This design comes from an exercise in tuning for small area on the open sky130 flow, not from production work.
At most, simulation tests tie the RTL to the original design; equivalence was not proved. The flow treats the clock pin as an ideal source, which a real chip does not have.

## quartz
## build
module build(rst, clk, sin, sout);
  parameter bitsize = 8, length = 256;
  input rst, clk;
  input [bitsize-1:0] sin;
  output [bitsize-1:0] sout;
  wire [7:0] x1, x2, x3, y1, y3, z1, z2, z3;
  wire [8:0] ax, ay;
  reg [8:0] axr, ayr;
  line_buff lb(.clk(clk), .rst(rst), .sin(sin), .x1(x1), .x2(x2), .x3(x3),
               .y1(y1), .y3(y3), .z1(z1), .z2(z2), .z3(z3));
  kernel k(.x1(x1), .x2(x2), .x3(x3), .y1(y1), .y3(y3), .z1(z1), .z2(z2),
           .z3(z3), .ax(ax), .ay(ay));
  always @(posedge clk) begin
    axr <= ax;
    ayr <= ay;
  end
  cordic_mag c(.clk(clk), .ax(axr), .ay(ayr), .mag(sout));
endmodule
Size in the first run: roughly 6000 cells after synthesis, about 4600 flip-flops, ~110000 sq um of cells after synthesis.
Settings: LEC_CHECK=0, CAP_MARGIN=20, CORE_MARGIN=2, CORE_UTILIZATION=45, CTS_CLUSTER_DIAMETER=80, CTS_CLUSTER_SIZE=35, PLACE_DENSITY=0.6, SLEW_MARGIN=20; clock period 12.0 ns.
standard.sh (not shown) runs the stock make flow with config.mk's settings and CLKGATE_MAP_FILE= SYNTH_SCRIPT=/design/flow/synth_recipe.tcl, a recipe that flattens the netlist after the stock synthesis.
==> flow/flow/run.sh <==
#!/bin/bash
# Standard layout, with clock tree synthesis run without dummy loads.
set -e
cp standard.sh standard_sh.txt
export CTS_ARGS="-sink_clustering_enable -repair_clock_nets -sink_clustering_size 35 -sink_clustering_max_diameter 80 -dont_use_dummy_load"
bash standard.sh > standard.log 2>&1
Per the final summary, quartz finished and its layout is clean on timing, DRC and antenna.
#### Input delta (lagoon over quartz)
==> flow/flow/run.sh <==
#!/bin/bash
# Standard layout, with clock tree synthesis run without dummy loads.
set -e
export CTS_ARGS="-sink_clustering_enable -repair_clock_nets -sink_clustering_size 35 -sink_clustering_max_diameter 80 -dont_use_dummy_load"
bash standard.sh > standard.log 2>&1
==> comparison <==
Reported for lagoon and quartz, total of max-cap violations turned out identical to the last digit.
Comparing lagoon against quartz, there is no change at all in area taken by multi-input logic gates.
lagoon and quartz ended up with nearly the same synthesized cell count.
Final standard cell count with taps included and fillers excluded delta (quartz -> lagoon): insignificant
Per the comparison of lagoon with quartz, met1 usage in global routing level, starting density of the core level.

---

try-willow:
build, a different RTL version from the one above (not shown whole).
Size: ~6600 cells after synthesis, ~4600 flip-flops, roughly 18 I/O pins, ~110000 um^2 of cells after synthesis.
Settings: LEC_CHECK=0, CAP_MARGIN=20, CORE_MARGIN=2, CORE_UTILIZATION=45, PLACE_DENSITY=0.6, SLEW_MARGIN=20; clock period 12.0 ns.
run.sh (not shown) runs the stock make flow with config.mk's settings and CLKGATE_MAP_FILE= SYNTH_SCRIPT=/design/flow/synth_recipe.tcl, a recipe that flattens the netlist after the stock synthesis.
Stock flow here: none of the scripts above is used.
Input changes introduced in try-onyx (baseline for comparison: try-willow):
- an added CTS_CLUSTER_SIZE of 30
- an added CTS_CLUSTER_DIAMETER of 150
## What came out
| final instance area | try-onyx vs try-willow | better |. Met1 capacity usage during global routing delta for try-onyx relative to try-willow: 0.19 points lower. Share of the clock period used by the worst path after layout delta (try-willow -> try-onyx): insignificant. Diff try-willow -> try-onyx: global-route wire length before repair moved down.
No functional check of the RTL was part of any run of this note.

---

build, a different RTL version from the one above (not shown whole).
Size: ~6100 cells after synthesis, roughly 4600 flip-flops, ~18 I/O pins, ~110000 um2 of cells after synthesis.
clock: 12.0 ns
lec_check: 0
cap_margin: 20
core_margin: 2
core_utilization: 65
cts_cluster_diameter: 150
cts_cluster_size: 30
place_density: 0.75
slew_margin: 20
Next try:
--- a/flow/config.mk
+++ b/flow/config.mk
@@ -10,4 +10,4 @@
-export CORE_UTILIZATION = 65
-export CTS_CLUSTER_DIAMETER = 150
-export CTS_CLUSTER_SIZE = 30
-export PLACE_DENSITY = 0.75
+export CORE_UTILIZATION = 45
+export CTS_CLUSTER_DIAMETER = 100
+export CTS_CLUSTER_SIZE = 35
+export PLACE_DENSITY = 0.6
Outcome:
- utilization came out lower by 21 points
- non-clock buffer count came out higher by 2
- wire length came out lower by a little under a tenth
- setup slack gets better by 0.058 ns
- die area came out higher by well over a third
- worst hold slack gets worse by 0.0069 ns
- via count came out lower slightly
- sequential share of layout area came out lower by 0.92 points
- final cell count came out higher by roughly a tenth
- final area came out higher slightly
Function was not checked in any run of this note: the RTL went through the layout flow alone.

---

## v39
Another version of the RTL of build (not shown whole).
Size in the first run: roughly 6100 cells after synthesis, ~4500 flip-flops, about 18 I/O pins.
clock: 12.0 ns
lec_check: 0
cap_margin: 20
core_margin: 2
core_utilization: 45
cts_cluster_diameter: 90
cts_cluster_size: 36
place_density: 0.6
slew_margin: 20
standard.sh (not shown) runs the stock make flow with config.mk's settings and CLKGATE_MAP_FILE= SYNTH_SCRIPT=/design/flow/synth_recipe.tcl, a recipe that flattens the netlist after the stock synthesis.
==> flow/flow/run.sh <==
#!/bin/bash
# Standard layout, with clock tree synthesis run without dummy loads and the
# ports buffered with the smallest buffer.
set -e
export CTS_ARGS="-sink_clustering_enable -repair_clock_nets -sink_clustering_size 36 -sink_clustering_max_diameter 90 -dont_use_dummy_load"
export BUFFER_PORTS_ARGS="-buffer_cell sky130_fd_sc_hd__buf_1"
bash standard.sh > standard.log 2>&1
> inputs changed (v39 -> v9)
- CTS_CLUSTER_SIZE changed from 36 to 35
- CTS_CLUSTER_DIAMETER changed from 90 to 80
==> flow/flow/run.sh <==
#!/bin/bash
# Standard layout, with clock tree synthesis run without dummy loads and the
# ports buffered with the smallest buffer.
set -e
export CTS_ARGS="-sink_clustering_enable -repair_clock_nets -sink_clustering_size 35 -sink_clustering_max_diameter 80 -dont_use_dummy_load"
export BUFFER_PORTS_ARGS="-buffer_cell sky130_fd_sc_hd__buf_1"
bash standard.sh > standard.log 2>&1
Findings:
Between v9 and v39, the difference in final non-filler cell area is negligible. Taking v39 as the reference, in v9 number of buffers inserted by post-CTS setup repair about even, total area of sequential cells closely matched the old numbers. From v39 to v9 the numbers moved as follows: layout cell share with drive strength beyond 1 neither gained nor lost much, wire length on met2 rose by 230 um, sequential share of cell area now smaller, post-route fraction of the period consumed by the critical path comparable.

---

Setup of north:
The RTL this note starts from:
==> flow/design.v <==
module line_buff(clk, rst, sin, x1, x2, x3, y1, y3, z1, z2, z3);
  input clk, rst;
  input [7:0] sin;
  output [7:0] x1, x2, x3, y1, y3, z1, z2, z3;
  localparam N = 515;
  reg [8*N-1:0] sr;
  reg [9:0] age;
  always @(posedge clk) begin
    sr <= {sr[8*(N-1)-1:0], sin};
    if (rst)
      age <= 10'd0;
    else if (age != 10'd515)
      age <= age + 10'd1;
  end
  wire v0   = (age != 10'd0);
  wire v1   = (age >  10'd1);
  wire v2   = (age >  10'd2);
  wire v256 = (age >  10'd256);
  wire v258 = (age >  10'd258);
  wire v512 = (age >  10'd512);
  wire v513 = (age >  10'd513);
  wire v514 = (age >  10'd514);
  assign x1 = sr[8*0   +: 8] & {8{v0}};
  assign x2 = sr[8*1   +: 8] & {8{v1}};
  assign x3 = sr[8*2   +: 8] & {8{v2}};
  assign y1 = sr[8*256 +: 8] & {8{v256}};
  assign y3 = sr[8*258 +: 8] & {8{v258}};
  assign z1 = sr[8*512 +: 8] & {8{v512}};
  assign z2 = sr[8*513 +: 8] & {8{v513}};
  assign z3 = sr[8*514 +: 8] & {8{v514}};
endmodule
module kernel(x1, x2, x3, y1, y3, z1, z2, z3, ax, ay);
  input [7:0] x1, x2, x3, y1, y3, z1, z2, z3;
  output [8:0] ax, ay;
  wire [8:0] gx = x1 + {x2, 1'b0} + x3 - z1 - {z2, 1'b0} - z3;
  wire [8:0] gy = x1 + {y1, 1'b0} + z1 - x3 - {y3, 1'b0} - z3;
  assign ax = gx[8] ? -gx : gx;
  assign ay = gy[8] ? -gy : gy;
endmodule
module rca(a, b, ci, s);
  parameter W = 16;
  input [W-1:0] a, b;
  input ci;
  output [W-1:0] s;
  wire [W:0] c;
  assign c[0] = ci;
  genvar j;
  generate
    for (j = 0; j < W; j = j + 1) begin : b_
      assign s[j] = a[j] ^ b[j] ^ c[j];
      assign c[j+1] = (a[j] & b[j]) | (a[j] & c[j]) | (b[j] & c[j]);
    end
  endgenerate
endmodule
module cstage(x, t, n, xo, to, no);
  parameter I = 0;
  input [15:0] x;
  input [14:0] t;
  input n;
  output [15:0] xo;
  output [14:0] to;
  output no;
  wire [15:0] tsh, xsh, d;
  genvar j;
  generate
    for (j = 0; j < 16; j = j + 1) begin : sh
      assign xsh[j] = x[(j + I > 15) ? 15 : j + I];
      if (j + I > 14) begin : z
        assign tsh[j] = 1'b0;
      end else begin : v
        assign tsh[j] = t[j + I];
      end
    end
  endgenerate
  rca #(16) ax_(.a(x), .b(tsh), .ci(n), .s(xo));
  rca #(16) ay_(.a({1'b0, t}), .b(~xsh), .ci(1'b1), .s(d));
  assign to = d[14:0] ^ {15{d[15]}};
  assign no = n ^ d[15];
endmodule
module cordic_mag(clk, ax, ay, mag);
  input clk;
  input [8:0] ax, ay;
  output reg [7:0] mag;
  wire [15:0] x0 = {ax[8], 1'b0, ax[7:0], 6'b0};
  wire [14:0] t0 = ay[8] ? 15'h7FFF : {1'b0, ay[7:0], 6'b0};
  wire [15:0] x1, x2;
  wire [14:0] t1, t2;
  wire n1, n2;
  cstage #(0) s0(.x(x0), .t(t0), .n(ay[8]), .xo(x1), .to(t1), .no(n1));
  cstage #(1) s1(.x(x1), .t(t1), .n(n1), .xo(x2), .to(t2), .no(n2));
  genvar k;
  generate
    for (k = 0; k <= 12; k = k + 1) begin : it
      reg [15:0] xr;
      reg [14:0] tr;
      reg nr;
      if (k == 0) begin : f
        always @(posedge clk) begin
          xr <= x2;
          tr <= t2;
          nr <= n2;
        end
      end else begin : s
        wire [15:0] xn;
        wire [14:0] tn;
        wire nn;
        cstage #(k + 1) s(.x(it[k-1].xr), .t(it[k-1].tr), .n(it[k-1].nr),
                          .xo(xn), .to(tn), .no(nn));
        always @(posedge clk) begin
          xr <= xn;
          tr <= tn;
          nr <= nn;
        end
      end
    end
  endgenerate
  wire [15:0] x15;
  wire [14:0] t15;
  wire n15;
  cstage #(14) s14(.x(it[12].xr), .t(it[12].tr), .n(it[12].nr),
                   .xo(x15), .to(t15), .no(n15));
  reg [15:0] x15r;
  reg n15r;
  always @(posedge clk) begin
    x15r <= x15;
    n15r <= n15;
  end
  wire [7:0] m;
  gain_mul g(.x(x15r), .n(n15r), .mag(m));
  always @(posedge clk)
    mag <= m;
endmodule
module gain_mul(x, n, mag);
  input [15:0] x;
  input n;
  output [7:0] mag;
  wire [15:0] nx = ~x;
  wire [27:0] r0 = {x[14:0], 13'b0};
  wire [27:0] r1 = {1'b0, x, 11'b0};
  wire [27:0] r2 = {4'b0, nx, 8'b0};
  wire [27:0] r3 = {7'b0, nx, 5'b0};
  wire [27:0] r4 = {11'b0, nx, 1'b0};
  wire [27:0] r5 = {12'b0, nx};
  wire [27:0] r6 = n ? 28'hEDD2800 : 28'hEDD0123;
  wire [27:0] r7 = 28'd0;
  wire [27:0] s1, c1, s2, c2, s3, c3, s4, c4, s5, c5, s6, c6;
  csa28 a1(r0, r1, r2, s1, c1);
  csa28 a2(r3, r4, r5, s2, c2);
  csa28 a3(s1, c1, s2, s3, c3);
  csa28 a4(c2, r6, r7, s4, c4);
  csa28 a5(s3, c3, s4, s5, c5);
  csa28 a6(s5, c5, c4, s6, c6);
  wire [19:0] g = s6[19:0] & c6[19:0];
  wire [19:0] p = s6[19:0] | c6[19:0];
  wire [5:0] cb;
  assign cb[0] = 1'b0;
  genvar k;
  generate
    for (k = 0; k < 5; k = k + 1) begin : blk
      wire [3:0] gg = g[4*k +: 4];
      wire [3:0] pp = p[4*k +: 4];
      wire bg = gg[3] | (pp[3] & gg[2]) | (pp[3] & pp[2] & gg[1]) |
                (pp[3] & pp[2] & pp[1] & gg[0]);
      wire bp = &pp;
      assign cb[k+1] = bg | (bp & cb[k]);
    end
  endgenerate
  rca #(8) hi(.a(s6[27:20]), .b(c6[27:20]), .ci(cb[5]), .s(mag));
endmodule
module csa28(a, b, c, s, cy);
  input [27:0] a, b, c;
  output [27:0] s, cy;
  assign s = a ^ b ^ c;
  assign cy = {(a[26:0] & b[26:0]) | (a[26:0] & c[26:0]) | (b[26:0] & c[26:0]), 1'b0};
endmodule
module build(rst, clk, sin, sout);
  parameter bitsize = 8, length = 256;
  input rst, clk;
  input [bitsize-1:0] sin;
  output [bitsize-1:0] sout;
  wire [7:0] x1, x2, x3, y1, y3, z1, z2, z3;
  wire [8:0] ax, ay;
  reg [8:0] axr, ayr;
  line_buff lb(.clk(clk), .rst(rst), .sin(sin), .x1(x1), .x2(x2), .x3(x3),
               .y1(y1), .y3(y3), .z1(z1), .z2(z2), .z3(z3));
  kernel k(.x1(x1), .x2(x2), .x3(x3), .y1(y1), .y3(y3), .z1(z1), .z2(z2),
           .z3(z3), .ax(ax), .ay(ay));
  always @(posedge clk) begin
    axr <= ax;
    ayr <= ay;
  end
  cordic_mag c(.clk(clk), .ax(axr), .ay(ayr), .mag(sout));
endmodule
clock: 12.0 ns
lec_check: 0
abc_area: 1
cap_margin: 20
core_margin: 2
core_utilization: 45
cts_cluster_diameter: 150
cts_cluster_size: 30
place_density: 0.6
slew_margin: 20
run.sh (not shown) runs the stock make flow with config.mk's settings and CLKGATE_MAP_FILE= SYNTH_SCRIPT=/design/flow/synth_recipe.tcl, a recipe that flattens the netlist after the stock synthesis.
Stock flow here: none of the scripts above is used.
Relative to north, the following input files were edited for south:
# north
export LEC_CHECK = 0
export ABC_AREA = 1
export CAP_MARGIN = 20
export CORE_MARGIN = 2
export CORE_UTILIZATION = 45
export CTS_CLUSTER_DIAMETER = 150
export CTS_CLUSTER_SIZE = 30
export PLACE_DENSITY = 0.6
export SLEW_MARGIN = 20
create_clock -name core_clock -period 12.0 [get_ports {clk}]
# south
export LEC_CHECK = 0
export CAP_MARGIN = 20
export CORE_MARGIN = 2
export CORE_UTILIZATION = 45
export CTS_CLUSTER_DIAMETER = 150
export CTS_CLUSTER_SIZE = 30
export PLACE_DENSITY = 0.6
export SLEW_MARGIN = 20
create_clock -name core_clock -period 12.0 [get_ports {clk}]
==> summary.txt <==
south: utilization after layout 0.20 points above north
Sequential share of layout area: south vs north up 0.33 points
For the number of tap cells added at floorplan, south came in 18 lower than north did.
Against north as the reference, south delivers a lower total via count in the routed design.
Between south and north, the count of final setup violators figures differ only marginally.
Clock network contribution to total cell area of north is on par with south.
south ends up with a routed wire length that is 0.89% lower than in north.
Higher placed wire-length estimate goes to north over south.
No run of this note included a check of the RTL's function; only the layout flow was run.

---

RTL: one of the versions met above, not the one the previous note started from.
Size in the first run: about 6000 cells after synthesis, about 4600 flip-flops, roughly 18 I/O pins, about 0.11 mm² of cells after synthesis.
clock: 12.0 ns
lec_check: 0
cap_margin: 20
core_margin: 2
core_utilization: 45
cts_cluster_diameter: 80
cts_cluster_size: 35
place_density: 0.6
slew_margin: 20
standard.sh (not shown) runs the stock make flow with config.mk's settings and CLKGATE_MAP_FILE= SYNTH_SCRIPT=/design/flow/synth_recipe.tcl, a recipe that flattens the netlist after the stock synthesis.
==> flow/flow/run.sh <==
#!/bin/bash
# Standard layout, with clock tree synthesis run without dummy loads and the
# ports buffered with the smallest buffer.
set -e
export CTS_ARGS="-sink_clustering_enable -repair_clock_nets -sink_clustering_size 35 -sink_clustering_max_diameter 80 -dont_use_dummy_load"
export BUFFER_PORTS_ARGS="-buffer_cell sky130_fd_sc_hd__buf_1"
bash standard.sh > standard.log 2>&1
Next try:
==> flow/flow/run.sh (replaced) <==
#!/bin/bash
# Standard layout, with clock tree synthesis run without dummy loads.
set -e
cp standard.sh standard_sh.txt
export CTS_ARGS="-sink_clustering_enable -repair_clock_nets -sink_clustering_size 30 -sink_clustering_max_diameter 150 -dont_use_dummy_load"
bash standard.sh > standard.log 2>&1
--- a/flow/config.mk
+++ b/flow/config.mk
@@ -9,6 +9,6 @@
 export CORE_MARGIN = 2
 export CORE_UTILIZATION = 45
-export CTS_CLUSTER_DIAMETER = 80
-export CTS_CLUSTER_SIZE = 35
+export CTS_CLUSTER_DIAMETER = 150
+export CTS_CLUSTER_SIZE = 30
 export PLACE_DENSITY = 0.6
 export SLEW_MARGIN = 20
After rerunning:
- The changed run ran to the end with no violations
- hold slack improved by 0.034 ns
- setup slack degrades by 0.039 ns
- area after synthesis stays the same
- critical path depth does not change
- via count is about the same

-- re-timing with driven ports --
The results above use ideal ports. As a check the final layouts listed here were re-extracted and re-timed, cells and wires unchanged.
Step 1 (the two cells are an assumption about what drives the block):
set clk [get_ports {clk}]
set_driving_cell -lib_cell sky130_fd_sc_hd__clkbuf_16 $clk
set_driving_cell -lib_cell sky130_fd_sc_hd__buf_2 [delete_from_list [all_inputs] $clk]
Step 2 times the ports against the registers' clock, not the clock port: input delays grow and output delays shrink by t, the midpoint of the rising clock arrivals with the driver on.
a / b / c = ideal ports / drivers / drivers and shift; a / b = the first two.
| run | t (ns) | setup WS [ns] | latest minus earliest clock arrival (ns) |
|---|---|---|---|
| quartz | 0.882 | 2.608 / 2.608 / 2.608 | 0.113 / 0.112 |
| lagoon | 0.882 | 2.608 / 2.608 / 2.608 | 0.113 / 0.112 |
| try-willow | 0.985 | 3.559 / 3.559 / 3.559 | 0.083 / 0.083 |
| try-onyx | 0.902 | 3.550 / 3.550 / 3.550 | 0.073 / 0.073 |
| the first run of note 3 | 0.904 | 2.711 / 2.711 / 2.711 | 0.032 / 0.032 |
| the second run of note 3 | 0.905 | 2.769 / 2.769 / 2.769 | 0.063 / 0.063 |
| v39 | 0.865 | 0.593 / 0.593 / 0.593 | 0.110 / 0.110 |
| v9 | 0.853 | 0.600 / 0.600 / 0.600 | 0.154 / 0.153 |
| north | 0.904 | 3.151 / 3.151 / 3.151 | 0.079 / 0.080 |
| south | 0.921 | 2.791 / 2.791 / 2.791 | 0.067 / 0.067 |
| the first run of note 6 | 0.865 | 2.656 / 2.656 / 2.656 | 0.126 / 0.126 |
| the second run of note 6 | 0.883 | 2.617 / 2.617 / 2.617 | 0.083 / 0.084 |
After both steps every run listed still meets setup and hold.
